From an optimization exercise on the open Yosys and OpenROAD flow, aimed at a short achievable clock period and few clock cycles; shortcuts taken in it are not production practice.
In this exercise RTL edits were held to simulation tests only and were not proved equivalent to the original.
No activity file was given, so power comes from the tool's default toggle rates.

==> design/flow/flow/run.sh <==
#!/bin/bash
# Standard layout (the standard.sh: ORFS synthesis through finish) with a larger
# setup-slack margin for ORFS's timing repair, so that repair keeps improving paths
# that already meet the design's clock period. The SDC and every other setting are
# the standard ones. Each tool's output is in orfs/logs/; make's output in flow_make.log.
set -uo pipefail
MARGIN=$(cat flow/margin.txt 2>/dev/null || echo 8)
bash standard.sh SETUP_SLACK_MARGIN=$MARGIN finish > flow_make.log 2>&1
rc=$?
tail -50 flow_make.log
exit $rc
==> design/flow/flow/margin.txt <==
9.5
==> design/flow/standard.sh <==
#!/bin/bash
# synth_recipe.tcl (not shown) runs the flow's synth.tcl, then flattens the netlist and writes it again
# the make line also repeats each setting of config.mk as NAME=value (left out here)
make -C /OpenROAD-flow-scripts/flow DESIGN_CONFIG=/design/flow/config.mk WORK_HOME=/design/flow/orfs CLKGATE_MAP_FILE= SYNTH_SCRIPT=/design/flow/synth_recipe.tcl "${@:-finish}"
==> design/flow/config.mk <==
export PLATFORM = sky130hd
export DESIGN_NAME = xmega
export DESIGN_NICKNAME = xmega
export VERILOG_FILES = /design/flow/design.v
export SDC_FILE = /design/flow/constraint.sdc
export NUM_CORES = 4
export LEC_CHECK = 0
export CAP_MARGIN = 30
export CORE_MARGIN = 2
export CORE_UTILIZATION = 40
export SLEW_MARGIN = 30
==> design/flow/constraint.sdc <==
create_clock -name core_clock -period 14.0 [get_ports {clk}]
set_input_delay 2.8000 -clock core_clock [delete_from_list [all_inputs] [get_ports {clk}]]
set_output_delay 2.8000 -clock core_clock [all_outputs]
set_load 0.01 [all_outputs]
==> design/flow/design.v <==
`timescale 1ns / 1ps
module xmega_alu2 (
	input [39:0] ctl,
	input [15:0] inst,
	input eq,		 
	input [15:0] rs1,
	input [15:0] rs2,
	input [7:0] sreg_in,
	input [15:0] mul_in,	 
	output reg [15:0] rd,
	output reg [7:0] sreg_out
);
localparam FC = 0, FZ = 1, FN = 2, FV = 3, FS = 4, FH = 5, FT = 6;
wire [7:0] a = rs1[7:0];
wire [7:0] b = rs2[7:0];
wire [7:0] k = {inst[11:8], inst[3:0]};
wire cin = sreg_in[FC];
wire i_cpc = ctl[39];
wire i_sbc = ctl[38];
wire i_add = ctl[37];
wire i_cp = ctl[36];
wire i_sub = ctl[35];
wire i_adc = ctl[34];
wire i_and = ctl[33];
wire i_eor = ctl[32];
wire i_or = ctl[31];
wire i_mov = ctl[30];
wire i_cpi = ctl[29];
wire i_sbci = ctl[28];
wire i_subi = ctl[27];
wire i_ori = ctl[26];
wire i_andi = ctl[25];
wire i_ldi = ctl[24];
wire i_com = ctl[23];
wire i_neg = ctl[22];
wire i_swap = ctl[21];
wire i_inc = ctl[20];
wire i_asr = ctl[19];
wire i_lsr = ctl[18];
wire i_ror = ctl[17];
wire i_dec = ctl[16];
wire i_sex = ctl[15];
wire i_adiw = ctl[14];
wire i_sbiw = ctl[13];
wire i_bld = ctl[12];
wire i_bst = ctl[11];
wire i_movw = ctl[10];
wire i_muls = ctl[9];
wire i_mulsu = ctl[8];
wire i_fmul = ctl[7];
wire i_fmuls = ctl[6];
wire i_fmulsu = ctl[5];
wire i_mul = ctl[4];
wire s_rr = ctl[3];
wire s_ri = ctl[2];
wire s_cin = ctl[1];
wire a_add = ctl[0];
reg [7:0] ax, bx;
reg cx;
always @*
begin
	ax = a; bx = 8'h00; cx = 1'b0;
	if(a_add) begin bx = b; cx = i_adc & cin; end
	if(s_rr) begin bx = ~b; cx = s_cin ? ~cin : 1'b1; end
	if(s_ri) begin bx = ~k; cx = s_cin ? ~cin : 1'b1; end
	if(i_inc) begin bx = 8'h00; cx = 1'b1; end
	if(i_dec) begin bx = 8'hFF; cx = 1'b0; end
	if(i_neg) begin ax = 8'h00; bx = ~a; cx = 1'b1; end
end
wire [7:0] r;
wire co;
xmega_addc #(.N(8)) add8(.a(ax), .b(bx), .ci(cx), .s(r), .co(co));
wire [5:0] kw = {inst[7:6], inst[3:0]};
wire [16:0] w16 = i_sbiw ? ({1'b0, rs1} - {11'd0, kw}) : ({1'b0, rs1} + {11'd0, kw});
wire r0 = (r == 8'h00);
wire h_sub  = (~a[3] & b[3]) | (b[3] & r[3]) | (r[3] & ~a[3]);
wire h_subi = (~a[3] & inst[3]) | (inst[3] & r[3]) | (r[3] & ~a[3]);
wire v_add  = (a[7] & b[7] & ~r[7]) | (~a[7] & ~b[7] & r[7]);
wire v_sub  = (a[7] & ~b[7] & ~r[7]) | (~a[7] & b[7] & r[7]);
wire v_subi = (a[7] & ~inst[11] & ~r[7]) | (~a[1] & inst[11] & r[7]);
reg [7:0] lg;
always @*
begin
	lg = a & b;
	if(i_eor) lg = a ^ b;
	if(i_or) lg = a | b;
	if(i_ori) lg = a | k;
	if(i_andi) lg = a & k;
	if(i_com) lg = ~a;
end
wire lg0 = (lg == 8'h00);
reg [7:0] bl;
always @*
begin
	bl = a;
	bl[inst[2:0]] = sreg_in[FT];
end
wire [7:0] sh = {(i_asr ? a[7] : i_ror ? cin : 1'b0), a[7:1]};
wire sh0 = (sh == 8'h00);
wire c_ar = a_add | s_rr | s_ri | i_inc | i_dec | i_neg;
wire c_lg = i_and | i_eor | i_or | i_ori | i_andi | i_com;
wire c_sh = i_asr | i_lsr | i_ror;
wire c_w16 = i_adiw | i_sbiw;
wire c_mul = i_mul | i_muls | i_mulsu | i_fmul | i_fmuls | i_fmulsu;
reg [15:0] mul_rd;
always @*
begin
	mul_rd = 16'h0000;
	if(i_mul)
		mul_rd = mul_in;
	if(i_muls)
		case({a[7], b[7]})
		2'b00: mul_rd = mul_in;
		2'b10, 2'b01: mul_rd = {~mul_in[15:8], mul_in[7:0]};
		default: mul_rd = {1'b0, 7'h00 - mul_in[14:8], mul_in[7:0]};
		endcase
	if(i_mulsu)
		mul_rd = {(a[7] ? ~mul_in[15:8] : mul_in[15:8]), mul_in[7:0]};
	if(i_fmul)
		mul_rd = {mul_in[14:0], 1'b0};
	if(i_fmuls)
		case({a[7], b[7]})
		2'b00: mul_rd = {mul_in[14:8], mul_in[7:0], 1'b0};
		2'b10, 2'b01: mul_rd = {~mul_in[14:8], mul_in[7:0], 1'b0};
		default: mul_rd = {7'h00 - mul_in[14:8], mul_in[7:0], 1'b0};
		endcase
	if(i_fmulsu)
		mul_rd = {(a[7] ? ~mul_in[14:8] : mul_in[14:8]), mul_in[7:0], 1'b0};
end
always @*
	rd = ({16{c_ar}} & {8'h00, r}) | ({16{c_lg}} & {8'h00, lg}) | ({16{c_sh}} & {8'h00, sh}) |
	     ({16{i_swap}} & {8'h00, a[3:0], a[7:4]}) | ({16{i_ldi}} & {8'h00, k}) |
	     ({16{i_mov | i_movw}} & rs2) | ({16{i_bld}} & {8'h00, bl}) | ({16{c_w16}} & w16[15:0]) |
	     ({16{c_mul}} & mul_rd);
always @*
begin
	sreg_out = sreg_in;
	if(c_ar)
	begin
		sreg_out[FN] = r[7];
		sreg_out[FZ] = ((i_sbc | i_cpc | i_sbci) ? sreg_in[FZ] : 1'b1) & r0;
		if(~i_inc & ~i_dec) sreg_out[FC] = (s_rr | s_ri | i_neg) ? ~co : co;
		if(i_inc) sreg_out[FC] = co;
		if(i_dec) sreg_out[FC] = ~co;
		if(s_rr)
		begin
			sreg_out[FH] = h_sub; sreg_out[FV] = v_sub; sreg_out[FS] = r[7] ^ v_sub;
		end
		if(s_ri)
		begin
			sreg_out[FH] = h_subi; sreg_out[FV] = v_subi; sreg_out[FS] = r[7] ^ v_subi;
		end
		if(a_add)
		begin
			if(eq)
			begin
				sreg_out[FH] = a[3]; sreg_out[FV] = r[7] ^ co; sreg_out[FS] = co;
			end
			else
			begin
				sreg_out[FH] = i_adc ? ((a[3] & b[3]) | (b[3] & r[3]) | (~r[3] & ~a[3]))
				                     : ((a[3] & b[3]) | (b[3] & ~r[3]) | (~r[3] & a[3]));
				sreg_out[FV] = v_add; sreg_out[FS] = r[7] ^ v_add;
			end
		end
		if(i_neg)
		begin
			sreg_out[FH] = r[3] ^ ~a[3];
			sreg_out[FV] = (r == 8'h80); sreg_out[FS] = r[7] ^ (r == 8'h80);
		end
		if(i_inc | i_dec)
		begin
			sreg_out[FV] = (r == 8'h7F); sreg_out[FS] = r[7] ^ (r == 8'h7F);
		end
	end
	if(c_lg)
	begin
		if(i_com) sreg_out[FC] = 1'b1;
		sreg_out[FV] = 1'b0; sreg_out[FN] = lg[7]; sreg_out[FS] = lg[7]; sreg_out[FZ] = lg0;
	end
	if(c_sh)
	begin
		sreg_out[FC] = a[0];
		sreg_out[FZ] = sh0;
		if(i_asr)
		begin
			sreg_out[FV] = 1'b0; sreg_out[FN] = sh[7]; sreg_out[FS] = sh[7];
		end
		else
		begin
			sreg_out[FH] = a[3]; sreg_out[FN] = 1'b0; sreg_out[FV] = a[0]; sreg_out[FS] = a[0];
		end
	end
	if(i_bst) sreg_out[FT] = a[inst[2:0]];
	if(i_sex) sreg_out[inst[6:4]] = ~inst[7];
	if(c_w16)
	begin
		sreg_out[FC] = w16[16]; sreg_out[FV] = w16[16];
		sreg_out[FN] = w16[15]; sreg_out[FS] = w16[15] ^ w16[16];
		sreg_out[FZ] = (w16[15:0] == 16'h0000);
	end
	if(c_mul)
	begin
		sreg_out[FC] = mul_rd[15];
		sreg_out[FZ] = (mul_rd == 16'h0000);
	end
end
endmodule
module xmega_alu_dec (
	input [15:0] inst,
	output [39:0] ctl
);
wire i_2op  = (inst[15:14] == 2'b00);
wire i_cpc  = i_2op & (inst[13:10] == 4'b0001);
wire i_sbc  = i_2op & (inst[13:10] == 4'b0010);
wire i_add  = i_2op & (inst[13:10] == 4'b0011);
wire i_cp   = i_2op & (inst[13:10] == 4'b0101);
wire i_sub  = i_2op & (inst[13:10] == 4'b0110);
wire i_adc  = i_2op & (inst[13:10] == 4'b0111);
wire i_and  = i_2op & (inst[13:10] == 4'b1000);
wire i_eor  = i_2op & (inst[13:10] == 4'b1001);
wire i_or   = i_2op & (inst[13:10] == 4'b1010);
wire i_mov  = i_2op & (inst[13:10] == 4'b1011);
wire i_cpi  = (inst[15:12] == 4'b0011);
wire i_sbci = (inst[15:12] == 4'b0100);
wire i_subi = (inst[15:12] == 4'b0101);
wire i_ori  = (inst[15:12] == 4'b0110);
wire i_andi = (inst[15:12] == 4'b0111);
wire i_ldi  = (inst[15:12] == 4'b1110);
wire i_1op  = (inst[15:9] == 7'b1001010);
wire i_com  = i_1op & (inst[3:0] == 4'h0);
wire i_neg  = i_1op & (inst[3:0] == 4'h1);
wire i_swap = i_1op & (inst[3:0] == 4'h2);
wire i_inc  = i_1op & (inst[3:0] == 4'h3);
wire i_asr  = i_1op & (inst[3:0] == 4'h5);
wire i_lsr  = i_1op & (inst[3:0] == 4'h6);
wire i_ror  = i_1op & (inst[3:0] == 4'h7);
wire i_dec  = i_1op & (inst[3:0] == 4'hA);
wire i_sex  = (inst[15:8] == 8'b10010100) & (inst[3:0] == 4'b1000);
wire i_adiw = (inst[15:8] == 8'b10010110);
wire i_sbiw = (inst[15:8] == 8'b10010111);
wire i_bld  = (inst[15:9] == 7'b1111100) & ~inst[3];
wire i_bst  = (inst[15:9] == 7'b1111101) & ~inst[3];
wire i_movw = (inst[15:8] == 8'b00000001);
wire i_muls = (inst[15:8] == 8'b00000010);
wire i_mulsu = (inst[15:7] == 9'b000000110) & ~inst[3];
wire i_fmul  = (inst[15:7] == 9'b000000110) & inst[3];
wire i_fmuls = (inst[15:7] == 9'b000000111) & ~inst[3];
wire i_fmulsu = (inst[15:7] == 9'b000000111) & inst[3];
wire i_mul  = (inst[15:10] == 6'b100111);
wire s_rr  = i_sub | i_sbc | i_cp | i_cpc;		 
wire s_ri  = i_subi | i_sbci | i_cpi;			 
wire s_cin = i_sbc | i_cpc | i_sbci;			 
wire a_add = i_add | i_adc;
assign ctl = {i_cpc, i_sbc, i_add, i_cp, i_sub, i_adc, i_and, i_eor, i_or, i_mov, i_cpi, i_sbci, i_subi, i_ori, i_andi, i_ldi, i_com, i_neg, i_swap, i_inc, i_asr, i_lsr, i_ror, i_dec, i_sex, i_adiw, i_sbiw, i_bld, i_bst, i_movw, i_muls, i_mulsu, i_fmul, i_fmuls, i_fmulsu, i_mul, s_rr, s_ri, s_cin, a_add};
endmodule
`timescale 1ns / 1ps
module xmega_dec (
	input [15:0] i,
	output c_2op_we,	 
	output c_2op,		 
	output c_imm_we,	 
	output c_1op,		 
	output c_1op_we,	 
	output c_bld,
	output c_we8,
	output c_movw,
	output c_mulf,		 
	output c_adiw,		 
	output c_ldp,		 
	output c_stp,
	output c_ldd,		 
	output c_std,
	output c_push,
	output c_pop,
	output c_lds,
	output c_sts,
	output c_lpmz,		 
	output c_lpm0,		 
	output c_rjmp,
	output c_rcall,
	output c_br,
	output c_jmp,
	output c_call,
	output c_ijmp,
	output c_icall,
	output c_ret,
	output c_cpse,
	output c_sbrx,		 
	output c_in,
	output c_out,
	output c_cbi,		 
	output c_2w,		 
	output [3:0] c_pidx	 
);
wire ptrm = ((i[3:2] == 2'b11) & (i[1:0] != 2'b11)) | (i[2:0] == 3'b001) | (i[2:0] == 3'b010);
assign c_2op_we = ((i[15:13] == 3'b000) & i[11]) | (i[15:12] == 4'b0010);
assign c_2op    = ((i[15:12] == 4'b0000) & (i[11:10] != 2'b00)) | (i[15:12] == 4'b0001) | (i[15:12] == 4'b0010);
assign c_imm_we = (i[15:14] == 2'b01) | (i[15:12] == 4'b1110);
assign c_1op    = (i[15:9] == 7'b1001010);
assign c_1op_we = c_1op & ((~i[3] & (i[2:0] != 3'b100)) | (i[3:0] == 4'b1010));
assign c_bld    = (i[15:9] == 7'b1111100) & ~i[3];
assign c_we8    = c_2op_we | c_imm_we | c_1op_we | c_bld;
assign c_movw   = (i[15:8] == 8'h01);
assign c_mulf   = (i[15:9] == 7'b0000001) | (i[15:10] == 6'b100111);
assign c_adiw   = (i[15:9] == 7'b1001011);
assign c_ldp    = (i[15:9] == 7'b1001000) & ptrm;
assign c_stp    = (i[15:9] == 7'b1001001) & ptrm;
assign c_ldd    = (i[15:14] == 2'b10) & ~i[12] & ~i[9];
assign c_std    = (i[15:14] == 2'b10) & ~i[12] & i[9];
assign c_push   = (i[15:9] == 7'b1001001) & (i[3:0] == 4'b1111);
assign c_pop    = (i[15:9] == 7'b1001000) & (i[3:0] == 4'b1111);
assign c_lds    = (i[15:9] == 7'b1001000) & (i[3:0] == 4'b0000);
assign c_sts    = (i[15:9] == 7'b1001001) & (i[3:0] == 4'b0000);
assign c_lpmz   = (i[15:9] == 7'b1001000) & (i[3:2] == 2'b01);
assign c_lpm0   = (i[15:5] == 11'b10010101110) & (i[3:0] == 4'b1000);
assign c_rjmp   = (i[15:12] == 4'b1100);
assign c_rcall  = (i[15:12] == 4'b1101);
assign c_br     = (i[15:11] == 5'b11110);
assign c_jmp    = (i[15:9] == 7'b1001010) & (i[3:1] == 3'b110);
assign c_call   = (i[15:9] == 7'b1001010) & (i[3:1] == 3'b111);
assign c_ijmp   = (i[15:5] == 11'b10010100000) & (i[3:0] == 4'b1001);
assign c_icall  = (i[15:5] == 11'b10010101000) & (i[3:0] == 4'b1001);
assign c_ret    = (i[15:5] == 11'b10010101000) & (i[3:0] == 4'b1000);
assign c_cpse   = (i[15:10] == 6'b000100);
assign c_sbrx   = (i[15:10] == 6'b111111) & ~i[3];
assign c_in     = (i[15:11] == 5'b10110);
assign c_out    = (i[15:11] == 5'b10111);
assign c_cbi    = (i[15:10] == 6'b100110) & ~i[8];
assign c_2w     = c_lds | c_sts | c_jmp | c_call;
assign c_pidx   = (c_ldp | c_stp) ? ((i[3:2] == 2'b11) ? 4'd13 : (i[3] ? 4'd14 : 4'd15)) :
                  (c_ldd | c_std) ? (i[3] ? 4'd14 : 4'd15) : 4'd15;
endmodule
module xmega_add #(parameter N = 10) (
	input [N-1:0] a,
	input [N-1:0] b,
	output [N-1:0] s
);
	wire [N-1:0] p0 = a ^ b;
	reg [N-1:0] g, p;
	integer d, k;
	always @*
	begin
		g = a & b;
		p = p0;
		for(d = 1; d < N; d = d * 2)
			for(k = N - 1; k >= d; k = k - 1)
			begin
				g[k] = g[k] | (p[k] & g[k-d]);
				p[k] = p[k] & p[k-d];
			end
	end
	assign s = p0 ^ {g[N-2:0], 1'b0};
endmodule
module xmega_addc #(parameter N = 8) (
	input [N-1:0] a,
	input [N-1:0] b,
	input ci,
	output [N-1:0] s,
	output co
);
	wire [N-1:0] p0 = a ^ b;
	reg [N:0] g, p;
	integer d, k;
	always @*
	begin
		g = {a & b, ci};
		p = {p0, 1'b0};
		for(d = 1; d <= N; d = d * 2)
			for(k = N; k >= d; k = k - 1)
			begin
				g[k] = g[k] | (p[k] & g[k-d]);
				p[k] = p[k] & p[k-d];
			end
	end
	assign s = p0 ^ g[N-1:0];
	assign co = g[N];
endmodule
`timescale 1ns / 1ps
module xmega #(
	parameter PLATFORM = "XILINX",
	parameter  [10 - 1:0]CORE_TYPE = 10'b0111111111,
	parameter ROM_ADDR_WIDTH = 10,
	parameter RAM_ADDR_WIDTH = 14,
	parameter WATCHDOG_CNT_WIDTH = 0,
	parameter VECTOR_INT_TABLE_SIZE = 0
	)(
	input rst,
	input clk,
	output reg[ROM_ADDR_WIDTH - 1:0]pgm_addr,
	input [15:0]pgm_data,
	output reg [RAM_ADDR_WIDTH - 1:0]data_addr,
	output reg [7:0]data_out,
	output reg data_write,
	input [7:0]data_in,
	output reg data_read,
	output reg [5:0]io_addr,
	output reg [7:0]io_out,
	output reg io_write,
	input [7:0]io_in,
	output reg io_read
    );
localparam AW = ROM_ADDR_WIDTH;
localparam DW = RAM_ADDR_WIDTH;
reg [AW-1:0] pa;	 
reg [AW-1:0] pa1;	 
reg [AW-1:0] ea;	 
reg first;		 
reg rsync;		 
reg pa_pred;		 
reg [3:0] bv;
reg [AW-1:0] btag0, btag1, btag2, btag3, btgt0, btgt1, btgt2, btgt3;
reg [1:0] bptr;
reg rv;
reg [15:0] ri;
reg [AW-1:0] rpc1;	 
reg [AW-1:0] rtgt;	 
reg [4:0] ra, rb, wa;
reg [31:0] ra_oh, rb_oh;
reg [15:0] ra_ph, rb_ph;
reg r_dredir;		 
reg [15:0] rw2;		 
reg rw2v;
reg xv;
reg [15:0] xi;
reg [2:0] xs;
reg [AW-1:0] xpc1, xtgt, xret;
reg [4:0] xwa;
reg xeq;		 
reg xbr_done;		 
reg [39:0] xctl;		 
reg [15:0] xw2;
reg [7:0] opA_lo, opA_hi, opB_lo, opB_hi;
reg xioset;		 
reg xw8, xw8_in, xw16, xwstep;
reg [31:0] xw8_oh;
reg [3:0] xw16_p;
reg [15:0] xw16_oh;
reg [1:0] xw16_sel;	 
reg [31:0] m_oh, w_oh;
reg [7:0] SREG;
reg [DW-1:0] SP;
reg [15:0] mul_p;
reg [7:0] ret_hi, ret_lo;
reg [AW-1:0] ras0, ras1;	 
reg lpm_sel;
reg [4:0] lpm_rd;
reg m_rdreq;		 
reg m_v;		 
reg [4:0] m_r;
reg w_v;		 
reg [4:0] w_r;
reg w_pgm;		 
reg w_hi;
reg [7:0] R [0:31];
wire [15:0] w = pgm_data;
wire d_2op_we, d_2op, d_imm_we, d_1op, d_1op_we, d_bld, d_we8, d_movw, d_mulf, d_adiw, d_ldp, d_stp, d_ldd, d_std,
     d_push, d_pop, d_lds, d_sts, d_lpmz, d_lpm0, d_rjmp, d_rcall, d_br, d_jmp, d_call, d_ijmp, d_icall, d_ret,
     d_cpse, d_sbrx, d_in, d_out, d_cbi, d_2w;
wire [3:0] d_pidx;
xmega_dec dec_d(.i(w), .c_2op_we(d_2op_we), .c_2op(d_2op), .c_imm_we(d_imm_we), .c_1op(d_1op), .c_1op_we(d_1op_we),
	.c_bld(d_bld), .c_we8(d_we8), .c_movw(d_movw), .c_mulf(d_mulf), .c_adiw(d_adiw), .c_ldp(d_ldp), .c_stp(d_stp),
	.c_ldd(d_ldd), .c_std(d_std), .c_push(d_push), .c_pop(d_pop), .c_lds(d_lds), .c_sts(d_sts), .c_lpmz(d_lpmz),
	.c_lpm0(d_lpm0), .c_rjmp(d_rjmp), .c_rcall(d_rcall), .c_br(d_br), .c_jmp(d_jmp), .c_call(d_call), .c_ijmp(d_ijmp),
	.c_icall(d_icall), .c_ret(d_ret), .c_cpse(d_cpse), .c_sbrx(d_sbrx), .c_in(d_in), .c_out(d_out), .c_cbi(d_cbi),
	.c_2w(d_2w), .c_pidx(d_pidx));
wire r_2op_we, r_2op, r_imm_we, r_1op, r_1op_we, r_bld, r_we8, r_movw, r_mulf, r_adiw, r_ldp, r_stp, r_ldd, r_std,
     r_push, r_pop, r_lds, r_sts, r_lpmz, r_lpm0, r_rjmp, r_rcall, r_br, r_jmp, r_call, r_ijmp, r_icall, r_ret,
     r_cpse, r_sbrx, r_in, r_out, r_cbi, r_2w;
wire [3:0] r_pidx;
xmega_dec dec_r(.i(ri), .c_2op_we(r_2op_we), .c_2op(r_2op), .c_imm_we(r_imm_we), .c_1op(r_1op), .c_1op_we(r_1op_we),
	.c_bld(r_bld), .c_we8(r_we8), .c_movw(r_movw), .c_mulf(r_mulf), .c_adiw(r_adiw), .c_ldp(r_ldp), .c_stp(r_stp),
	.c_ldd(r_ldd), .c_std(r_std), .c_push(r_push), .c_pop(r_pop), .c_lds(r_lds), .c_sts(r_sts), .c_lpmz(r_lpmz),
	.c_lpm0(r_lpm0), .c_rjmp(r_rjmp), .c_rcall(r_rcall), .c_br(r_br), .c_jmp(r_jmp), .c_call(r_call), .c_ijmp(r_ijmp),
	.c_icall(r_icall), .c_ret(r_ret), .c_cpse(r_cpse), .c_sbrx(r_sbrx), .c_in(r_in), .c_out(r_out), .c_cbi(r_cbi),
	.c_2w(r_2w), .c_pidx(r_pidx));
wire x_2op_we, x_2op, x_imm_we, x_1op, x_1op_we, x_bld, x_we8, x_movw, x_mulf, x_adiw, x_ldp, x_stp, x_ldd, x_std,
     x_push, x_pop, x_lds, x_sts, x_lpmz, x_lpm0, x_rjmp, x_rcall, x_br, x_jmp, x_call, x_ijmp, x_icall, x_ret,
     x_cpse, x_sbrx, x_in, x_out, x_cbi, x_2w;
wire [3:0] x_pidx;
xmega_dec dec_x(.i(xi), .c_2op_we(x_2op_we), .c_2op(x_2op), .c_imm_we(x_imm_we), .c_1op(x_1op), .c_1op_we(x_1op_we),
	.c_bld(x_bld), .c_we8(x_we8), .c_movw(x_movw), .c_mulf(x_mulf), .c_adiw(x_adiw), .c_ldp(x_ldp), .c_stp(x_stp),
	.c_ldd(x_ldd), .c_std(x_std), .c_push(x_push), .c_pop(x_pop), .c_lds(x_lds), .c_sts(x_sts), .c_lpmz(x_lpmz),
	.c_lpm0(x_lpm0), .c_rjmp(x_rjmp), .c_rcall(x_rcall), .c_br(x_br), .c_jmp(x_jmp), .c_call(x_call), .c_ijmp(x_ijmp),
	.c_icall(x_icall), .c_ret(x_ret), .c_cpse(x_cpse), .c_sbrx(x_sbrx), .c_in(x_in), .c_out(x_out), .c_cbi(x_cbi),
	.c_2w(x_2w), .c_pidx(x_pidx));
wire d_muls  = (w[15:8] == 8'b00000010);
wire d_mulsu = (w[15:8] == 8'b00000011);
wire d_imm   = (w[15:12] == 4'b0011) | d_imm_we;
wire d_redir = d_rjmp | d_rcall | (d_br & w[9]) | d_ret;
wire d_ptr   = d_ldp | d_stp | d_ldd | d_std | d_lpmz | d_lpm0 | d_ijmp | d_icall;
wire [AW-1:0] tgt_br, tgt_rj;
xmega_add #(.N(AW)) add_br(.a(pa1), .b({{(AW-6){w[9]}}, w[8:3]}), .s(tgt_br));
xmega_add #(.N(AW)) add_rj(.a(pa1), .b(w[AW-1:0]), .s(tgt_rj));
wire [AW-1:0] dtgt = d_ret ? ras0 : d_br ? tgt_br : tgt_rj;
reg [4:0] d_ra, d_rb, d_wa;
always @*
begin
	d_ra = w[8:4];
	d_rb = {w[9], w[3:0]};
	d_wa = w[8:4];
	if(d_imm) begin d_ra = {1'b1, w[7:4]}; d_wa = {1'b1, w[7:4]}; end
	if(d_muls) begin d_ra = {1'b1, w[7:4]}; d_rb = {1'b1, w[3:0]}; end
	if(d_mulsu) begin d_ra = {2'b10, w[6:4]}; d_rb = {2'b10, w[2:0]}; end
	if(d_movw) begin d_rb = {w[3:0], 1'b0}; d_wa = {w[7:4], 1'b0}; end
	if(d_adiw) begin d_ra = {2'b11, w[5:4], 1'b0}; d_wa = {2'b11, w[5:4], 1'b0}; end
	if(d_ptr) d_rb = {d_pidx, 1'b0};
	if(d_mulf | d_lpm0) d_wa = 5'd0;
end
wire [5:0] x_ioa = {xi[10:9], xi[3:0]};
wire [2:0] x_lastst = x_ret ? 3'd3 :
                      (x_mulf | x_rcall | x_icall | x_call | x_lpmz | x_lpm0 | ((x_in | x_cbi) & ~xioset)) ? 3'd1 : 3'd0;
wire x_last = (xs == x_lastst);
wire xacc = ~xv | x_last;
wire [15:0] ptr = {opB_hi, opB_lo};
wire [15:0] ptr_inc = ptr + 16'd1;
wire [15:0] ptr_dec = ptr - 16'd1;
wire [15:0] ptr_q = ptr + {10'd0, xi[13], xi[11:10], xi[2:0]};
wire [DW-1:0] SP_inc = SP + 1'b1;
wire [DW-1:0] SP_dec = SP - 1'b1;
wire [15:0] alu_rd;
wire [7:0] sreg_out;
xmega_alu2 xmega_alu_inst(
	.ctl(xctl),
	.inst(xi),
	.eq(xeq),
	.rs1({opA_hi, opA_lo}),
	.rs2({opB_hi, opB_lo}),
	.sreg_in(SREG),
	.mul_in(mul_p),
	.rd(alu_rd),
	.sreg_out(sreg_out)
);
wire [7:0] in_val = (x_ioa == 6'h3F) ? SREG :
                    (x_ioa == 6'h3D) ? SP[7:0] :
                    (x_ioa == 6'h3E) ? {{(16-DW){1'b0}}, SP[DW-1:8]} : io_in;
reg [7:0] cbi_val;
always @*
begin
	cbi_val = io_in;
	cbi_val[xi[2:0]] = xi[9];
end
wire wstep_ok = xv & (xs == {2'b00, xwstep});
wire x8_we = wstep_ok & xw8;
wire x16_we = wstep_ok & xw16;
wire [4:0] x8_a = xwa;
wire [3:0] x16_p = xw16_p;
wire [7:0] x8_d = xw8_in ? in_val : alu_rd[7:0];
wire [15:0] x16_d = xw16_sel[0] ? ptr_inc : xw16_sel[1] ? ptr_dec : alu_rd;
wire [7:0] w_d = w_pgm ? (w_hi ? pgm_data[15:8] : pgm_data[7:0]) : data_in;
wire br_taken = (SREG[xi[2:0]] == ~xi[10]);
wire skip_cond = x_cpse ? (opA_lo == opB_lo) : (opA_lo[xi[2:0]] == xi[9]);
wire skip = xv & (x_cpse | x_sbrx) & skip_cond;
wire squash = skip & rv & ~r_2w & ~r_dredir;	 
wire xr_skip = skip & ~squash;			 
wire xr_br = xv & x_br & ~xbr_done & (xi[9] ? ~br_taken : br_taken);
wire xr_z  = xv & (x_ijmp | (x_icall & (xs == 3'd0)));
wire [AW-1:0] ret_pc = {ret_hi[AW-9:0], data_in};
wire xr_ret = xv & x_ret & (xs == 3'd3) & (ret_pc != xtgt);
wire xredir = xr_br | xr_z | xr_ret | xr_skip;
wire [AW-1:0] xpc2 = xpc1 + 1'b1;
wire [AW-1:0] xtarget = xr_skip ? xpc2 :
                        xr_br ? (xi[9] ? xpc1 : xtgt) :
                        xr_z ? ptr[AW-1:0] : ret_pc;
reg [7:0] fA_lo, fA_hi, fB_lo, fB_hi;
integer k;
always @*
begin
	fA_lo = 8'h00; fA_hi = 8'h00; fB_lo = 8'h00; fB_hi = 8'h00;
	for(k = 0; k < 32; k = k + 1)
	begin
		fA_lo = fA_lo | ({8{ra_oh[k]}} & R[k]);
		fB_lo = fB_lo | ({8{rb_oh[k]}} & R[k]);
	end
	for(k = 0; k < 16; k = k + 1)
	begin
		fA_hi = fA_hi | ({8{ra_ph[k]}} & R[2*k+1]);
		fB_hi = fB_hi | ({8{rb_ph[k]}} & R[2*k+1]);
	end
end
wire [4:0] ra_h = {ra[4:1], 1'b1};
wire [4:0] rb_h = {rb[4:1], 1'b1};
wire [7:0] rA_lo = (x8_we && x8_a == ra) ? x8_d : (x16_we && x16_p == ra[4:1]) ? (ra[0] ? x16_d[15:8] : x16_d[7:0]) :
                   (w_v && w_r == ra) ? w_d : fA_lo;
wire [7:0] rA_hi = (x8_we && x8_a == ra_h) ? x8_d : (x16_we && x16_p == ra[4:1]) ? x16_d[15:8] :
                   (w_v && w_r == ra_h) ? w_d : fA_hi;
wire [7:0] rB_lo = (x8_we && x8_a == rb) ? x8_d : (x16_we && x16_p == rb[4:1]) ? (rb[0] ? x16_d[15:8] : x16_d[7:0]) :
                   (w_v && w_r == rb) ? w_d : fB_lo;
wire [7:0] rB_hi = (x8_we && x8_a == rb_h) ? x8_d : (x16_we && x16_p == rb[4:1]) ? x16_d[15:8] :
                   (w_v && w_r == rb_h) ? w_d : fB_hi;
wire r_ptr = r_ldp | r_stp | r_ldd | r_std | r_lpmz | r_lpm0 | r_ijmp | r_icall;
wire r_rause = ~(r_rjmp | r_rcall | r_br | r_jmp | r_call | r_ijmp | r_icall | r_ret |
                 r_lpm0 | r_movw | r_cbi | (ri == 16'h0000) | (r_1op & ri[3] & (ri[3:0] != 4'b1010)));
wire r_rbuse = r_2op | r_mulf;
wire r_rbpair = r_movw | r_ptr;
wire r_wapair = r_movw | r_mulf;
wire x_ldnow = xv & (x_ldp | x_ldd | x_lds | x_pop);
wire x_lpm1 = xv & (x_lpmz | x_lpm0) & (xs == 3'd1);
wire [4:0] x_ldrd = xi[8:4];
wire rhaz = (x_ldnow & ((r_rause & ((x_ldrd) == ra)) | (r_adiw & ((x_ldrd) >> 1 == ra[4:1])) | (r_rbuse & ((x_ldrd) == rb)) | (r_rbpair & ((x_ldrd) >> 1 == rb[4:1])) | (r_wapair & ((x_ldrd) >> 1 == wa[4:1])) | (r_lpm0 & ((x_ldrd) == 5'd0)))) | (x_lpm1 & ((r_rause & ((lpm_rd) == ra)) | (r_adiw & ((lpm_rd) >> 1 == ra[4:1])) | (r_rbuse & ((lpm_rd) == rb)) | (r_rbpair & ((lpm_rd) >> 1 == rb[4:1])) | (r_wapair & ((lpm_rd) >> 1 == wa[4:1])) | (r_lpm0 & ((lpm_rd) == 5'd0)))) | (m_v & ((r_rause & ((m_r) == ra)) | (r_adiw & ((m_r) >> 1 == ra[4:1])) | (r_rbuse & ((m_r) == rb)) | (r_rbpair & ((m_r) >> 1 == rb[4:1])) | (r_wapair & ((m_r) >> 1 == wa[4:1])) | (r_lpm0 & ((m_r) == 5'd0))));
wire r_needw2 = rv & r_2w & ~rw2v;
wire rgo = rv & ~rhaz & ~r_needw2;
wire xen = rgo & xacc;			 
wire xcons = xen & ~skip & ~xredir;	 
wire r_jc = r_jmp | r_call;
wire [39:0] r_ctl;
xmega_alu_dec alu_dec_r(.inst(ri), .ctl(r_ctl));
wire x_nf = ~xv | (xi[15:10] == 6'b001011) | x_movw | (xi[15:12] == 4'b1110) | x_ldp | x_stp | x_ldd | x_std | x_push | x_pop | x_lds | x_sts |
            x_in | (x_out & (x_ioa != 6'h3F)) | x_cbi | x_bld | x_lpmz | x_lpm0 | x_rjmp | x_rcall | x_br |
            x_jmp | x_call | x_ijmp | x_icall | (xi == 16'h0000);
wire x_dec = xv & x_1op & (xi[3:0] == 4'hA);
wire r_zdec = x_dec & (ri[2:0] == 3'd1);
wire r_flag = r_zdec ? (opA_lo == 8'h01) : SREG[ri[2:0]];
wire r_known = x_nf | r_zdec;
wire r_resolve = xen & r_br & r_known & ~xr_br & ~xr_z;
wire rr_redir = r_resolve & (ri[9] ? (r_flag != ~ri[10]) : (r_flag == ~ri[10]));
wire [AW-1:0] rr_target = ri[9] ? rpc1 : rtgt;
wire pvalid = rsync | ~first;
wire dv0 = pvalid & (pa == ea);
wire ren = dv0 & ~r_needw2 & (~rv | (xacc & ~rhaz));	 
wire dcons = ren & ~xredir & ~rr_redir;		 
wire w2cap = dv0 & r_needw2 & ~xredir;	 
wire [AW-1:0] fa = pgm_addr;
wire [AW-1:0] fa_inc = fa + 1'b1;
wire lpm_fetch = xv & (x_lpmz | x_lpm0) & (xs == 3'd0);
wire [3:0] bhit = bv & {btag3 == fa, btag2 == fa, btag1 == fa, btag0 == fa};
wire btb_hit = |bhit;
wire [AW-1:0] btb_t = ({AW{bhit[0]}} & btgt0) | ({AW{bhit[1]}} & btgt1) | ({AW{bhit[2]}} & btgt2) | ({AW{bhit[3]}} & btgt3);
wire d_jump = dcons & d_redir & ~pa_pred;	 
wire btb_ins = d_jump & ~d_ret;
reg [AW-1:0] ea_o;
reg eq_n;
always @*
begin
	if(xredir) begin ea_o = xtarget; eq_n = 1'b0; end
	else if(rr_redir) begin ea_o = rr_target; eq_n = 1'b0; end
	else if(dcons) begin ea_o = pa1; eq_n = d_redir ? pa_pred : (fa == pa1); end
	else if(w2cap) begin ea_o = r_jc ? w[AW-1:0] : pa1; eq_n = (fa == pa1); end
	else begin ea_o = ea; eq_n = (fa == ea); end
end
wire d_tgt_sel = dcons & d_redir;
wire [AW-1:0] ea_n = d_tgt_sel ? dtgt : ea_o;
wire r_n1 = ~(r_mulf | r_rcall | r_icall | r_call | r_lpmz | r_lpm0 | r_ret);
wire [2:0] xs_n = xs + 3'd1;
wire x_free_n = xcons ? r_n1 : (~xv | x_last | (xs_n == x_lastst));
wire r_valid_n = dcons | (rv & ~xcons & ~squash & ~xredir);
wire r_w2_n = (dcons & d_2w) | (r_needw2 & ~w2cap & ~xredir);
wire acc_pred = r_w2_n | ~r_valid_n | x_free_n;
always @(posedge clk)
	rsync <= rst;
integer i;
always @(posedge clk)
begin
	for(i = 0; i < 32; i = i + 1)
	begin
		if(w_v && w_oh[i]) R[i] <= w_d;
		else if(x8_we && xw8_oh[i]) R[i] <= x8_d;
		else if(x16_we && xw16_oh[i/2]) R[i] <= i[0] ? x16_d[15:8] : x16_d[7:0];
	end
end
wire io_conflict = xv & ((x_out & (x_ioa[5:3] != 3'b111)) | x_cbi);
wire r_iobus = r_cbi | (r_ioa[5:3] != 3'b111);
wire r_ioset = (r_in | r_cbi) & ~(io_conflict & r_iobus);
wire r_ptrupd = (r_ldp | r_stp) & (ri[1:0] == 2'b01 | ri[1:0] == 2'b10);
wire r_xw16 = r_movw | r_adiw | r_mulf | r_ptrupd | (r_lpmz & ri[0]);
wire [3:0] r_xw16_p = (r_ldp | r_stp) ? r_pidx : r_lpmz ? 4'd15 : wa[4:1];
wire [5:0] r_ioa = r_in ? {ri[10:9], ri[3:0]} : {1'b0, ri[7:3]};
always @(posedge clk or posedge rst)
begin
	if(rst)
	begin
		pgm_addr <= {AW{1'b0}};
		pa_pred <= 1'b0;
		bv <= 4'd0; bptr <= 2'd0;
		btag0 <= {AW{1'b0}}; btag1 <= {AW{1'b0}}; btag2 <= {AW{1'b0}}; btag3 <= {AW{1'b0}};
		btgt0 <= {AW{1'b0}}; btgt1 <= {AW{1'b0}}; btgt2 <= {AW{1'b0}}; btgt3 <= {AW{1'b0}};
		pa <= {AW{1'b0}};
		pa1 <= {{(AW-1){1'b0}}, 1'b1};
		ea <= {AW{1'b0}};
		first <= 1'b1;
		rv <= 1'b0;
		ri <= 16'h0000;
		rpc1 <= {AW{1'b0}};
		rtgt <= {AW{1'b0}};
		ra <= 5'd0; rb <= 5'd0; wa <= 5'd0;
		ra_oh <= 32'd1; rb_oh <= 32'd1; ra_ph <= 16'd1; rb_ph <= 16'd1;
		r_dredir <= 1'b0;
		rw2 <= 16'h0000;
		rw2v <= 1'b0;
		xv <= 1'b0;
		xi <= 16'h0000;
		xs <= 3'd0;
		ras0 <= {AW{1'b0}}; ras1 <= {AW{1'b0}};
		ret_lo <= 8'h00;
		xpc1 <= {AW{1'b0}};
		xtgt <= {AW{1'b0}};
		xret <= {AW{1'b0}};
		xwa <= 5'd0;
		xeq <= 1'b0;
		xctl <= 40'd0;
		xbr_done <= 1'b0;
		xw2 <= 16'h0000;
		opA_lo <= 8'h00; opA_hi <= 8'h00; opB_lo <= 8'h00; opB_hi <= 8'h00;
		xioset <= 1'b0;
		xw8 <= 1'b0; xw8_in <= 1'b0; xw16 <= 1'b0; xwstep <= 1'b0;
		xw8_oh <= 32'd0; xw16_p <= 4'd0; xw16_oh <= 16'd0; xw16_sel <= 2'd0;
		m_oh <= 32'd0; w_oh <= 32'd0;
		SREG <= 8'h00;
		SP <= {DW{1'b0}};
		mul_p <= 16'h0000;
		ret_hi <= 8'h00;
		lpm_sel <= 1'b0;
		lpm_rd <= 5'd0;
		m_rdreq <= 1'b0; m_v <= 1'b0; m_r <= 5'd0;
		w_v <= 1'b0; w_r <= 5'd0; w_pgm <= 1'b0; w_hi <= 1'b0;
		data_addr <= {DW{1'b0}};
		data_out <= 8'h00;
		data_write <= 1'b0;
		data_read <= 1'b0;
		io_addr <= 6'h00;
		io_out <= 8'h00;
		io_write <= 1'b0;
		io_read <= 1'b0;
	end
	else
	begin
		first <= 1'b0;
		ea <= ea_n;
		pa_pred <= 1'b0;
		if(d_tgt_sel & ~lpm_fetch & ~(pa_pred & acc_pred)) pgm_addr <= dtgt;
		else if(lpm_fetch) pgm_addr <= ptr[AW:1];
		else if(xredir) pgm_addr <= xtarget;
		else if(rr_redir) pgm_addr <= rr_target;
		else if(w2cap & r_jc) pgm_addr <= w[AW-1:0];
		else if(eq_n & acc_pred)
		begin
			pgm_addr <= btb_hit ? btb_t : fa_inc;
			pa_pred <= btb_hit;
		end
		else pgm_addr <= ea_o;
		if(btb_ins)
		begin
			bv[bptr] <= 1'b1;
			bptr <= bptr + 2'd1;
			case(bptr)
			2'd0: begin btag0 <= pa; btgt0 <= dtgt; end
			2'd1: begin btag1 <= pa; btgt1 <= dtgt; end
			2'd2: begin btag2 <= pa; btgt2 <= dtgt; end
			default: begin btag3 <= pa; btgt3 <= dtgt; end
			endcase
		end
		pa <= pgm_addr;
		pa1 <= fa_inc;
		data_write <= 1'b0;
		m_rdreq <= 1'b0;
		m_v <= 1'b0;
		data_read <= m_rdreq;
		w_v <= m_v;
		w_r <= m_r;
		w_oh <= m_oh;
		w_pgm <= 1'b0;
		io_write <= 1'b0;
		io_read <= 1'b0;
		if(xv)
		begin
			xs <= x_last ? 3'd0 : xs + 3'd1;
			if(x_last)
			begin
				SREG <= sreg_out;
				if(x_out && x_ioa == 6'h3F) SREG <= opA_lo;
			end
			if(x_out)
			begin
				if(x_ioa == 6'h3D) SP[7:0] <= opA_lo;
				if(x_ioa == 6'h3E) SP[DW-1:8] <= opA_lo[DW-9:0];
				if(x_ioa[5:3] != 3'b111)
				begin
					io_addr <= x_ioa;
					io_out <= opA_lo;
					io_write <= 1'b1;
				end
			end
			if((x_in | x_cbi) & ~xioset & (xs == 3'd0))
			begin
				io_addr <= x_in ? x_ioa : {1'b0, xi[7:3]};
				io_read <= x_cbi | (x_ioa[5:3] != 3'b111);
			end
			if(x_cbi & x_last)
			begin
				io_out <= cbi_val;
				io_write <= 1'b1;
			end
			if(x_mulf & (xs == 3'd0))
				mul_p <= opA_lo * opB_lo;
			if(x_push)
			begin
				data_addr <= SP; data_out <= opA_lo; data_write <= 1'b1; SP <= SP_dec;
			end
			if(x_pop)
			begin
				data_addr <= SP_inc; SP <= SP_inc;
				m_rdreq <= 1'b1; m_v <= 1'b1; m_r <= xi[8:4]; m_oh <= 32'd1 << xi[8:4];
			end
			if(x_ldp | x_ldd | x_lds)
			begin
				data_addr <= x_lds ? xw2[DW-1:0] : x_ldd ? ptr_q[DW-1:0] : (xi[1:0] == 2'b10) ? ptr_dec[DW-1:0] : ptr[DW-1:0];
				m_rdreq <= 1'b1; m_v <= 1'b1; m_r <= xi[8:4]; m_oh <= 32'd1 << xi[8:4];
			end
			if(x_stp | x_std | x_sts)
			begin
				data_addr <= x_sts ? xw2[DW-1:0] : x_std ? ptr_q[DW-1:0] : (xi[1:0] == 2'b10) ? ptr_dec[DW-1:0] : ptr[DW-1:0];
				data_out <= opA_lo;
				data_write <= 1'b1;
			end
			if(x_rcall | x_icall | x_call)
			begin
				data_addr <= SP; SP <= SP_dec; data_write <= 1'b1;
				if(xs == 3'd0)
				begin
					data_out <= xret[7:0];
					ras0 <= xret; ras1 <= ras0;
				end
				else
					data_out <= {{(16-AW){1'b0}}, xret[AW-1:8]};
			end
			if(x_ret)
			begin
				if(xs[2:1] == 2'b00)
				begin
					data_addr <= SP_inc; SP <= SP_inc; m_rdreq <= 1'b1;
				end
				if(xs == 3'd0) ras0 <= ras1;
				if(xs == 3'd2) ret_hi <= data_in;
			end
			if(x_lpmz | x_lpm0)
			begin
				if(xs == 3'd0)
				begin
					lpm_sel <= ptr[0];
					lpm_rd <= x_lpm0 ? 5'd0 : xi[8:4];
				end
				else
				begin
					w_v <= 1'b1; w_r <= lpm_rd; w_oh <= 32'd1 << lpm_rd; w_pgm <= 1'b1; w_hi <= lpm_sel;
				end
			end
		end
		if(xen)
		begin
			xv <= xcons;
			xi <= ri;
			xs <= 3'd0;
			xpc1 <= rpc1;
			xtgt <= rtgt;
			xret <= r_call ? rpc1 + 1'b1 : rpc1;
			xwa <= wa;
			xeq <= (ra == rb);
			xctl <= r_ctl;
			xbr_done <= r_resolve;
			xw2 <= rw2;
			opA_lo <= rA_lo; opA_hi <= rA_hi;
			opB_lo <= rB_lo; opB_hi <= rB_hi;
			xioset <= r_ioset;
			xw8 <= r_we8 | r_in;
			xw8_in <= r_in;
			xw8_oh <= (r_we8 | r_in) ? (32'd1 << wa) : 32'd0;
			xw16 <= r_xw16;
			xw16_p <= r_xw16_p;
			xw16_oh <= r_xw16 ? (16'd1 << r_xw16_p) : 16'd0;
			xw16_sel <= r_ptrupd ? (ri[0] ? 2'd1 : 2'd2) : (r_lpmz & ri[0]) ? 2'd1 : 2'd0;
			xwstep <= r_mulf | (r_in & ~r_ioset);
			if((r_in | r_cbi) & r_iobus & ~io_conflict)
			begin
				io_addr <= r_ioa;
				io_read <= 1'b1;
			end
		end
		else if(xacc)
			xv <= 1'b0;
		if(w2cap)
		begin
			rw2 <= w;
			rw2v <= 1'b1;
		end
		if(ren)
		begin
			rv <= dcons;
			ri <= w;
			rpc1 <= pa1;
			rtgt <= dtgt;
			ra <= d_ra; rb <= d_rb; wa <= d_wa;
			ra_oh <= 32'd1 << d_ra; rb_oh <= 32'd1 << d_rb;
			ra_ph <= 16'd1 << d_ra[4:1]; rb_ph <= 16'd1 << d_rb[4:1];
			r_dredir <= d_redir;
			rw2v <= 1'b0;
		end
		else if(xcons | squash | xredir)
		begin
			rv <= 1'b0;
			rw2v <= 1'b0;
		end
	end
end
endmodule
==> results_dict.tcl, run 1 <==
set metrics [dict create \
    status "no timing/DRC/antenna violations" \
    critical_path_class "primary input to flop" \
    num_vias 64900 \
    cts-root-buf "clkbuf_16" \
    yosys_warnings 5 \
    grt_max_degree 148 \
    cp_slowest_cell "nor4_4" \
    post_drt_wl_per_cell_um 36.2 \
    synthFlopType "dfrtp_1" \
    period_needed_ns 4.81 \
    min_to "data_read$_DFF_PP0_" \
    cp.arrival_ns 5.51 \
    worstPathMaxFanout 7 \
    crit_buf_inv 5 \
    timing.rr.end "pgm_addr[8]$_DFF_PP0_" \
    die_y_um 400 \
    min_period_over_period 0.344 \
    globalRoute.totalOverflow 0 \
    hold_violations 0 \
    area_growth_pct 18.8 \
    synth.distinct_cells 100 \
    cts_buffers 107 \
    post-place-ws_ns 6.56 \
    clkTransAtPathRegs_ns 0.06 \
    syn_avg_cell_area_um2 8.54 \
    timing.slew.headroom 0.190 \
    crit_path_start "data_in[1]" \
    ys_ff_latch 931 \
    grt_usage 0.416 \
    tightest_slew_ns 1.21 \
    r2r-start "opB_lo[7]$_DFFE_PP0N_" \
    maxCapViolations 0 \
    whs_path_depth 0 \
    cts_buffer_depth 3 \
    async_reset_ff_frac 0.724 \
    r2r_setup_slack_ns 9.24 \
    synth_top_family_by_area "compound AO/OA/AOI/OAI gates" \
    clock_sinks 931 \
    io_pins 84 \
    postRouteAntennaNets 0 \
    gp_congestion 1.12 \
    drc 0 \
    setup_viol 0 \
    synth.area.mux_share 0.0577 \
    drv_slew 0 \
    nFillCells 14600 \
    startpoint_type "primary input" \
    vias_per_cell 6.84 \
    initial_core_util 0.402 \
    yosys.area_share.simple 0.173 \
    layout.nets 7553 \
    synth_adder_area_share 0.0419 \
    path_common_cell "buf_6" \
    core_um2 156000 \
    synth_compound_area_frac 0.242 \
    clk_latency_ns 0.78 \
    syn-cell-area_um2 62600 \
    seq_area_frac_synth 0.393 \
    slowest_delay_ns 0.38 \
    fp-row-count 145 \
    total_power_w 0.0235 \
    drive_gt1_frac 0.164 \
    worst_ep_required_time_ns 14.70 \
    grt_pass1_vias 58400 \
    drt_iter0_drc 10100 \
    max_freq_mhz 208 \
    cts_max_level 3 \
    rsz0062_at_grt "yes" \
    multi_input_area_um2 37300 \
    seqCellArea_um2 24600 \
    cts_tree "built" \
    power_density_nw_per_um2 316 \
    cp_top_family "buffers and inverters" \
    setup_slack_ns 9.19 \
    syn-instance-count 7332 \
    antenna_found_initial 30 \
    hp-class "flop to flop" \
    synth_xor_area_frac 0.0424 \
    dp_hpwl_um 236000 \
    end_kind "flop" \
    dieArea_um2 160000 \
    grt_pass1_wl_um 471000 \
    io_buffers 83 \
    first_pass_iters 9 \
    leakage_nw 30.5 \
    synth_edf_count 256 \
    vdd_ir_drop_max_mv 0.578 \
    synth_nets 7551 \
    wirelength_um 344000 \
    finClkSkew_ns 0.0769 \
    cp_cell_sequence "buf_8, xnor2_2, nand4_1, nor4_4, buf_4, o211ai_1, buf_6, nor3_4, buf_6, a21oi_2, mux2i_2, o211ai_4, buf_12, mux2i_1, o21a_1, a211oi_2" \
    final.setup.tns_ns 0 \
    hold_start "m_rdreq$_DFF_PP0_" \
    die_x_um 400 \
    rr_worst_depth 19 \
]
==> state kept, by name, summed over array words and instances, names as in the netlist, 32 cells and up <==
name	flops
w_oh	32
m_oh	32
xw8_oh	32
R	256
ra_oh	32
xctl	35
rb_oh	32
==> cells in the mapped netlist (17+ instances only) <==
cell,count,area (um^2)
nand2_1,1001,3760
dfrtp_1,668,16700
nor2_1,649,2440
o21ai_0,601,3010
clkbuf_1,599,2250
a21oi_1,566,2830
edfxtp_1,256,7690
a22oi_1,254,1910
nand3_1,202,1010
xnor2_1,195,1710
o31ai_1,189,1420
mux2i_1,188,1880
inv_1,152,571
ha_1,144,1800
a22o_1,126,1100
mux2_2,113,1270
a221oi_1,112,981
xor2_1,108,946
nor3_1,101,505
nand4_1,93,582
a211oi_1,70,526
a31oi_1,62,388
nor4_1,56,350
nor2b_1,54,338
o22ai_1,53,332
o211ai_1,52,390
and3_1,51,319
buf_1,48,180
nand2b_1,44,275
fa_1,41,821
a21o_1,35,263
and2_1,27,169
a41oi_1,21,184
mux2_4,20,300
or2_2,20,125
or3_1,19,119
nor3b_1,18,135
o21a_1,17,128
==> cells by family (layout without fill, tap and decap cells) <==
group	after synthesis	in the layout
and+or+nand+nor	2412	2423
AOI/OAI and AO/OA	2343	2345
DFF	931	931
buffers and inverters	828	903
muxes	329	331
xor gates and xnor gates	303	303
adders and majority gates	185	185
other	1	19
==> through the flow <==
step / util / std cells / hold WS, ns / cell area (um^2)
2_1_floorplan: - / 7332 / 0.331 / 63200
4_1_cts: 0.465 / 9379 / 0.382 / 72400
3_5_place_dp: 0.421 / 9001 / 0.343 / 65600
6_report: 0.477 / 9498 / 0.388 / 74400
3_3_place_gp: 0.421 / 9000 / 0.338 / 65500
5_1_grt: 0.477 / 9480 / 0.389 / 74300
==> final cells by class <==
class / instances / area share
multi-input cells: 5588 / 0.501
flip-flops and latches: 931 / 0.331
repair buffers: 542 / 0.0743
clock buffers: 164 / 0.0429
well taps: 2058 / 0.0346
inverters: 164 / 0.00947
clock inverters: 33 / 0.00580
diodes: 18 / 0.000605
==> layer usage <==
layer	GRT usage	up-vias	routed length, um
met5	0	-	229
met4	0.312	30	34300
met3	0.119	1452	41700
met2	0.610	5105	143000
met1	0.517	31500	125000
li1	-	26800	-
==> timing repair <==
item / CTS / global route
cloned: 21 / 12
setup endpoints to repair: 1113 / 551
gates resized for setup: 480 / 256
hold buffers: 0 / 0
setup buffers: 160 / 89
pin swaps: 100 / 94
==> how the worst max path moves through the flow <==
stage                                 end  slack (ns)  cells after the start
floorplan               SP[0]$_DFFE_PP0P_        1.99                      1
global placement     btag2[9]$_DFFE_PP0P_        6.68                     12
detailed placement   btag2[2]$_DFFE_PP0P_        6.56                     12
CTS                     pa_pred$_DFF_PP0_        9.14                     16
global route        pgm_addr[8]$_DFF_PP0_        9.12                     16
finish              pgm_addr[8]$_DFF_PP0_        9.19                     16
==> power breakdown <==
part           total (W)  internal, W  switching [W]
Combinational     0.0155      0.00579        0.00973
Clock            0.00295      0.00167        0.00129
Sequential       0.00503      0.00364        0.00139
==> layout by cell type, fill, tap and decap left out, types with 93 or more instances in the layout <==
cell and n:
nand2_1 977, dfrtp_1 642, nor2_1 629, a21oi_1 528, o21ai_0 516, buf_4 337, edfxtp_1 256, a22oi_1 253
nand3_1 196, o31ai_1 186, xnor2_1 185, mux2i_1 178, inv_1 133, a22o_1 126, ha_1 120, clkbuf_16 113
xor2_1 107, a221oi_1 107, mux2_2 97, nand4_1 93
Testbench counts, summed over its fixed seeds: cycles 106,822.
==> inputs of run 2 (changes only) <==
--- a/design/flow/design.v
+++ b/design/flow/design.v
@@ -421,2 +421,5 @@
 reg r_dredir;		 
+reg r_jdone;		 
+reg [AW-1:0] rpa;	 
+reg [AW-1:0] pred_t;	 
 reg [15:0] rw2;		 
@@ -489,8 +492,6 @@
 wire d_imm   = (w[15:12] == 4'b0011) | d_imm_we;
-wire d_redir = d_rjmp | d_rcall | (d_br & w[9]) | d_ret;
+wire d_redir = d_ret | (d_rjmp | d_rcall | (d_br & w[9])) & pa_pred;
 wire d_ptr   = d_ldp | d_stp | d_ldd | d_std | d_lpmz | d_lpm0 | d_ijmp | d_icall;
-wire [AW-1:0] tgt_br, tgt_rj;
-xmega_add #(.N(AW)) add_br(.a(pa1), .b({{(AW-6){w[9]}}, w[8:3]}), .s(tgt_br));
-xmega_add #(.N(AW)) add_rj(.a(pa1), .b(w[AW-1:0]), .s(tgt_rj));
-wire [AW-1:0] dtgt = d_ret ? ras0 : d_br ? tgt_br : tgt_rj;
+wire d_rel = d_rjmp | d_rcall | (d_br & w[9]);
+wire [AW-1:0] dtgt = d_ret ? ras0 : pred_t;
 reg [4:0] d_ra, d_rb, d_wa;
@@ -605,2 +606,6 @@
 wire r_jc = r_jmp | r_call;
+wire r_rel = r_rjmp | r_rcall | (r_br & ri[9]);
+wire [AW-1:0] r_off = r_br ? {{(AW-6){ri[9]}}, ri[8:3]} : ri[AW-1:0];
+wire [AW-1:0] r_jtgt = rpc1 + r_off;
+wire r_fire = rv & r_rel & (~r_jdone | (rtgt != r_jtgt)) & ~xredir;
 wire [39:0] r_ctl;
@@ -616,3 +621,3 @@
 wire rr_redir = r_resolve & (ri[9] ? (r_flag != ~ri[10]) : (r_flag == ~ri[10]));
-wire [AW-1:0] rr_target = ri[9] ? rpc1 : rtgt;
+wire [AW-1:0] rr_target = ri[9] ? rpc1 : r_jtgt;
 wire pvalid = rsync | ~first;
@@ -620,3 +625,3 @@
 wire ren = dv0 & ~r_needw2 & (~rv | (xacc & ~rhaz));	 
-wire dcons = ren & ~xredir & ~rr_redir;		 
+wire dcons = ren & ~xredir & ~rr_redir & ~r_fire;	 
 wire w2cap = dv0 & r_needw2 & ~xredir;	 
@@ -629,3 +634,3 @@
 wire d_jump = dcons & d_redir & ~pa_pred;	 
-wire btb_ins = d_jump & ~d_ret;
+wire btb_ins = r_fire & ~rr_redir;
 reg [AW-1:0] ea_o;
@@ -636,2 +641,3 @@
 	else if(rr_redir) begin ea_o = rr_target; eq_n = 1'b0; end
+	else if(r_fire) begin ea_o = r_jtgt; eq_n = 1'b0; end
 	else if(dcons) begin ea_o = pa1; eq_n = d_redir ? pa_pred : (fa == pa1); end
@@ -687,2 +693,5 @@
 		r_dredir <= 1'b0;
+		r_jdone <= 1'b0;
+		rpa <= {AW{1'b0}};
+		pred_t <= {AW{1'b0}};
 		rw2 <= 16'h0000;
@@ -733,2 +742,3 @@
 		else if(rr_redir) pgm_addr <= rr_target;
+		else if(r_fire) pgm_addr <= r_jtgt;
 		else if(w2cap & r_jc) pgm_addr <= w[AW-1:0];
@@ -738,2 +748,3 @@
 			pa_pred <= btb_hit;
+			pred_t <= btb_t;
 		end
@@ -745,6 +756,6 @@
 			case(bptr)
-			2'd0: begin btag0 <= pa; btgt0 <= dtgt; end
-			2'd1: begin btag1 <= pa; btgt1 <= dtgt; end
-			2'd2: begin btag2 <= pa; btgt2 <= dtgt; end
-			default: begin btag3 <= pa; btgt3 <= dtgt; end
+			2'd0: begin btag0 <= rpa; btgt0 <= r_jtgt; end
+			2'd1: begin btag1 <= rpa; btgt1 <= r_jtgt; end
+			2'd2: begin btag2 <= rpa; btgt2 <= r_jtgt; end
+			default: begin btag3 <= rpa; btgt3 <= r_jtgt; end
 			endcase
@@ -853,3 +864,3 @@
 			xpc1 <= rpc1;
-			xtgt <= rtgt;
+			xtgt <= r_ret ? rtgt : r_jtgt;
 			xret <= r_call ? rpc1 + 1'b1 : rpc1;
@@ -879,2 +890,7 @@
 			xv <= 1'b0;
+		if(r_fire)
+		begin
+			r_jdone <= 1'b1;
+			rtgt <= r_jtgt;
+		end
 		if(w2cap)
@@ -890,2 +906,4 @@
 			rtgt <= dtgt;
+			rpa <= pa;
+			r_jdone <= pa_pred;
 			ra <= d_ra; rb <= d_rb; wa <= d_wa;
@@ -893,3 +911,3 @@
 			ra_ph <= 16'd1 << d_ra[4:1]; rb_ph <= 16'd1 << d_rb[4:1];
-			r_dredir <= d_redir;
+			r_dredir <= d_ret | d_rel;
 			rw2v <= 1'b0;
==> design/flow/flow/margin.txt (replaced) <==
10
==> run 2 against run 1 <==
Largest cell class unchanged. Clock power grew 6.8%. Clock skew fell by 0.033 ns. Maximum frequency shrank 6.5%. Global-route usage is 4.0 points higher. Final cell count up 5.7%.
==> results_dict.tcl, run 2 <==
set metrics [dict create \
    status "no timing/DRC/antenna violations" \
    cp_slowest_cell "or4b_4" \
    cts_buffers 112 \
    post_drt_wl_per_cell_um 39.0 \
    internal-power_w 0.0149 \
    fp-row-count 146 \
    largest_reg_flops 256 \
    dieArea_um2 164000 \
    power_switching_w 0.0151 \
    setup_viol 0 \
    crit_buf_inv 4 \
    end_kind "flop" \
    top_regs "R (256), xctl (35)" \
    clk_latency_ns 0.79 \
    grt_usage 0.455 \
    multi_input_area_um2 41300 \
    initial_core_util 0.404 \
    first_pass_iters 12 \
    worst_ep_required_time_ns 14.71 \
    ys_ff_latch 952 \
    async_reset_ff_frac 0.730 \
    io_pins 84 \
    drv_slew 0 \
    die_y_um 404 \
    timing.slew.headroom 0.222 \
    postRouteAntennaNets 0 \
    cp.arrival_ns 5.86 \
    total_power_w 0.0300 \
    yosys_warnings 4 \
    nFillCells 14100 \
    area_growth_pct 31.7 \
    synth.most_common_cell "nand2_1" \
    period_needed_ns 5.15 \
    fin_cells 10000 \
    max_freq_mhz 194 \
    fin_area_um2 84500 \
    cts_buffer_depth 3 \
    seq_area_frac_synth 0.391 \
    worstPathMaxFanout 26 \
    drc 0 \
    final_common_cell "nand2_1" \
    synth.distinct_cells 113 \
    synth_edf_count 256 \
    yosys.area.top_type_share 0.269 \
    grt_pass1_vias 62900 \
    combPwrFrac 0.720 \
    globalRoute.totalOverflow 0 \
    vias_per_cell 6.94 \
    clkTransAtPathRegs_ns 0.06 \
    dp_hpwl_um 249000 \
    path_common_cell "buf_4" \
    r2r_setup_slack_ns 8.85 \
    post_synth_main_area_contributors "dfrtp_1 27%, edfxtp_1 12%, nand2_1 6.8%" \
    yosys-top-cells-count "1155 x nand2_1, 689 x dfrtp_1, 657 x nor2_1" \
    cp_cell_sequence "buf_4, mux4_2, mux2_2, mux2i_2, buf_4, nand2_1, nor2_1, nand4b_1, or3_1, buf_4, o21ai_0, inv_1, o311a_1, or4b_4, a21oi_2" \
    layout_common_cells "1083 x nand2_1, 653 x dfrtp_1, 562 x nor2_1" \
    placed_area_um2 67000 \
    drt_iter0_drc 11200 \
    io_buffers 83 \
    slowest_delay_ns 0.54 \
    power_density_nw_per_um2 355 \
    final.setup.tns_ns 0 \
    antenna_found_initial 25 \
    cts_tree "built" \
    min_period_over_period 0.368 \
    gp_congestion 1.09 \
    syn-cell-area_um2 64100 \
    syn_avg_cell_area_um2 8.53 \
    p_seq_frac 0.175 \
    leakage_nw 35.4 \
    critical_path_class "flop to flop" \
    cts-root-buf "clkbuf_16" \
    synth_nets 7731 \
    core_um2 159000 \
    hp-class "flop to flop" \
    cp_top_family "simple AND/OR/NAND/NOR gates" \
    synthFlopType "dfrtp_1" \
    startpoint_type "flop" \
    drive_gt1_frac 0.259 \
    place_inst 9171 \
    yosys.area.top_type "dfrtp_1" \
    seqCellArea_um2 25200 \
    clock_power_share 0.105 \
    clock_sinks 952 \
    num_vias 69700 \
    top_register "R" \
    maxCapViolations 0 \
    tightest_slew_ns 1.16 \
    finClkSkew_ns 0.0441 \
    die_x_um 404 \
    grt_max_degree 83 \
    netSwitchingFraction 0.502 \
    rsz0062_at_grt "yes" \
    cts_max_level 3 \
    ctsHoldBuffers 0 \
    layout.nets 8068 \
    wirelength_um 392000 \
    grt_pass1_wl_um 522000 \
    hold_violations 0 \
    syn-instance-count 7522 \
    vdd_ir_drop_max_mv 0.763 \
]
## run 2: cell types whose count changed after synthesis, moves of 16 or more
cell      previous run  this run
nand2_1           1001      1155
o21ai_0            601       451
mux2i_1            188       256
mux2_2             113       143
a221oi_1           112       134
dfrtp_1            668       689
buf_2               10        29
mux2_4              20         1
o31ai_1            189       173
## run 2: final cells by class
cell class	count	share of cell area
Clock inverter	72	0.0104
Multi-Input combinational cell	5742	0.489
Sequential cell	952	0.298
Inverter	176	0.00967
Antenna cell	15	0.000444
Timing Repair inverter	2	0.000163
Timing Repair Buffer	873	0.126
Clock buffer	139	0.0357
Tap cell	2072	0.0307
## run 2: final timing paths
path / depth (start not counted) / endpoint / from
hold reg to reg: 0 / data_read$_DFF_PP0_ / m_rdreq$_DFF_PP0_
hold / removal: 0 / data_read$_DFF_PP0_ / m_rdreq$_DFF_PP0_
max in group asynchronous: 5 / ri[0]$_DFFE_PP0P_ / rst
setup / recovery: 15 / pgm_addr[7]$_DFF_PP0_ / xi[1]$_DFFE_PP0N_
setup reg to reg: 15 / pgm_addr[7]$_DFF_PP0_ / xi[1]$_DFFE_PP0N_
min in group asynchronous: 2 / btag0[6]$_DFFE_PP0P_ / rst
## run 2: routing by layer
metal  wire [um]  part of all wire  track usage  vias up
li1            -                 -            -    28200
met5         160           0.00041            0        -
met4       34500             0.088        0.301       18
met3       53700              0.14        0.160     1574
met1      144000              0.37        0.576    34300
met2      160000              0.41        0.654     5619
## run 2: cell families (layout without fill, tap and decap cells)
kind of cell	after synthesis	in the layout	share of synthesized area
flops	952	952	0.391
buf+inv	859	1262	0.0513
simple gates	2626	2641	0.183
mux	407	414	0.0676
fa+ha+maj	175	175	0.0388
other cells	1	16	0.0000585
compound gates	2200	2209	0.226
xor+xnor	302	302	0.0416
## run 2: timing repair
item,CTS,global route
gates cloned,94,25
setup endpoints to repair,1343,1090
gates resized for setup,1329,654
pin swaps,317,377
setup buffers,386,139
## run 2: power by group through the flow
stage / clock [W] / combinational, W / sequential [W]
after floorplan: 0 / 0.00847 / 0.00414
after global placement: 0 / 0.0119 / 0.00522
after detailed placement: 0 / 0.0121 / 0.00521
after CTS: 0.00315 / 0.0180 / 0.00512
after global routing: 0.00326 / 0.0222 / 0.00520
final: 0.00315 / 0.0216 / 0.00525
## run 2: per-stage QoR
stage          hold slack [ns]  worst slack (ns)   util
3_3_place_gp             0.346              6.85  0.422
4_1_cts                  0.364              9.01  0.505
2_1_floorplan            0.331              1.69      -
6_report                 0.362              8.85  0.532
3_5_place_dp             0.342              6.79  0.422
5_1_grt                  0.374              8.84  0.532
## run 2: worst reg2reg max path, stage by stage (launching register included)
cell and delay, ns:
dfrtp_4 0.44, buf_4 0.22, mux4_2 0.53, mux2_2 0.38, mux2i_2 0.21, buf_4 0.27, nand2_1 0.18, nor2_1 0.35
nand4b_1 0.49, or3_1 0.52, buf_4 0.25, o21ai_0 0.32, inv_1 0.13, o311a_1 0.13, or4b_4 0.54, a21oi_2 0.14
Testbench counts of run 2, summed over its fixed seeds: cycles 108,062.

[port drivers added, routing unchanged]
How much do the figures lean on ideal ports? The routed layouts below were timed once more, with nothing changed but the port constraints.
Step 1: set_driving_cell puts a clkbuf_16 on clk and a buf_2 on each other input, an assumption about the parent block.
Step 2, shift: input delay + t, output delay - t, t = (earliest + latest rising clock arrival at the registers) / 2. This alone moves slack from input paths to output paths.
Three values: no drivers, after step 1, after step 2; two values: the first two.
run	shift t [ns]	setup slack, ns	worst hold slack (ns)	worst setup path at the end
run 1	0.827	9.189 / 9.191 / 8.365	0.388 / 0.388 / 0.388	input to register
run 2	0.857	8.852 / 8.852 / 8.135	0.362 / 0.362 / 0.362	input to register
After both steps every run listed still meets setup and hold. The setup slack of run 1, which loses most, moves by +0.002 ns with the drivers and by -0.824 ns with both steps.
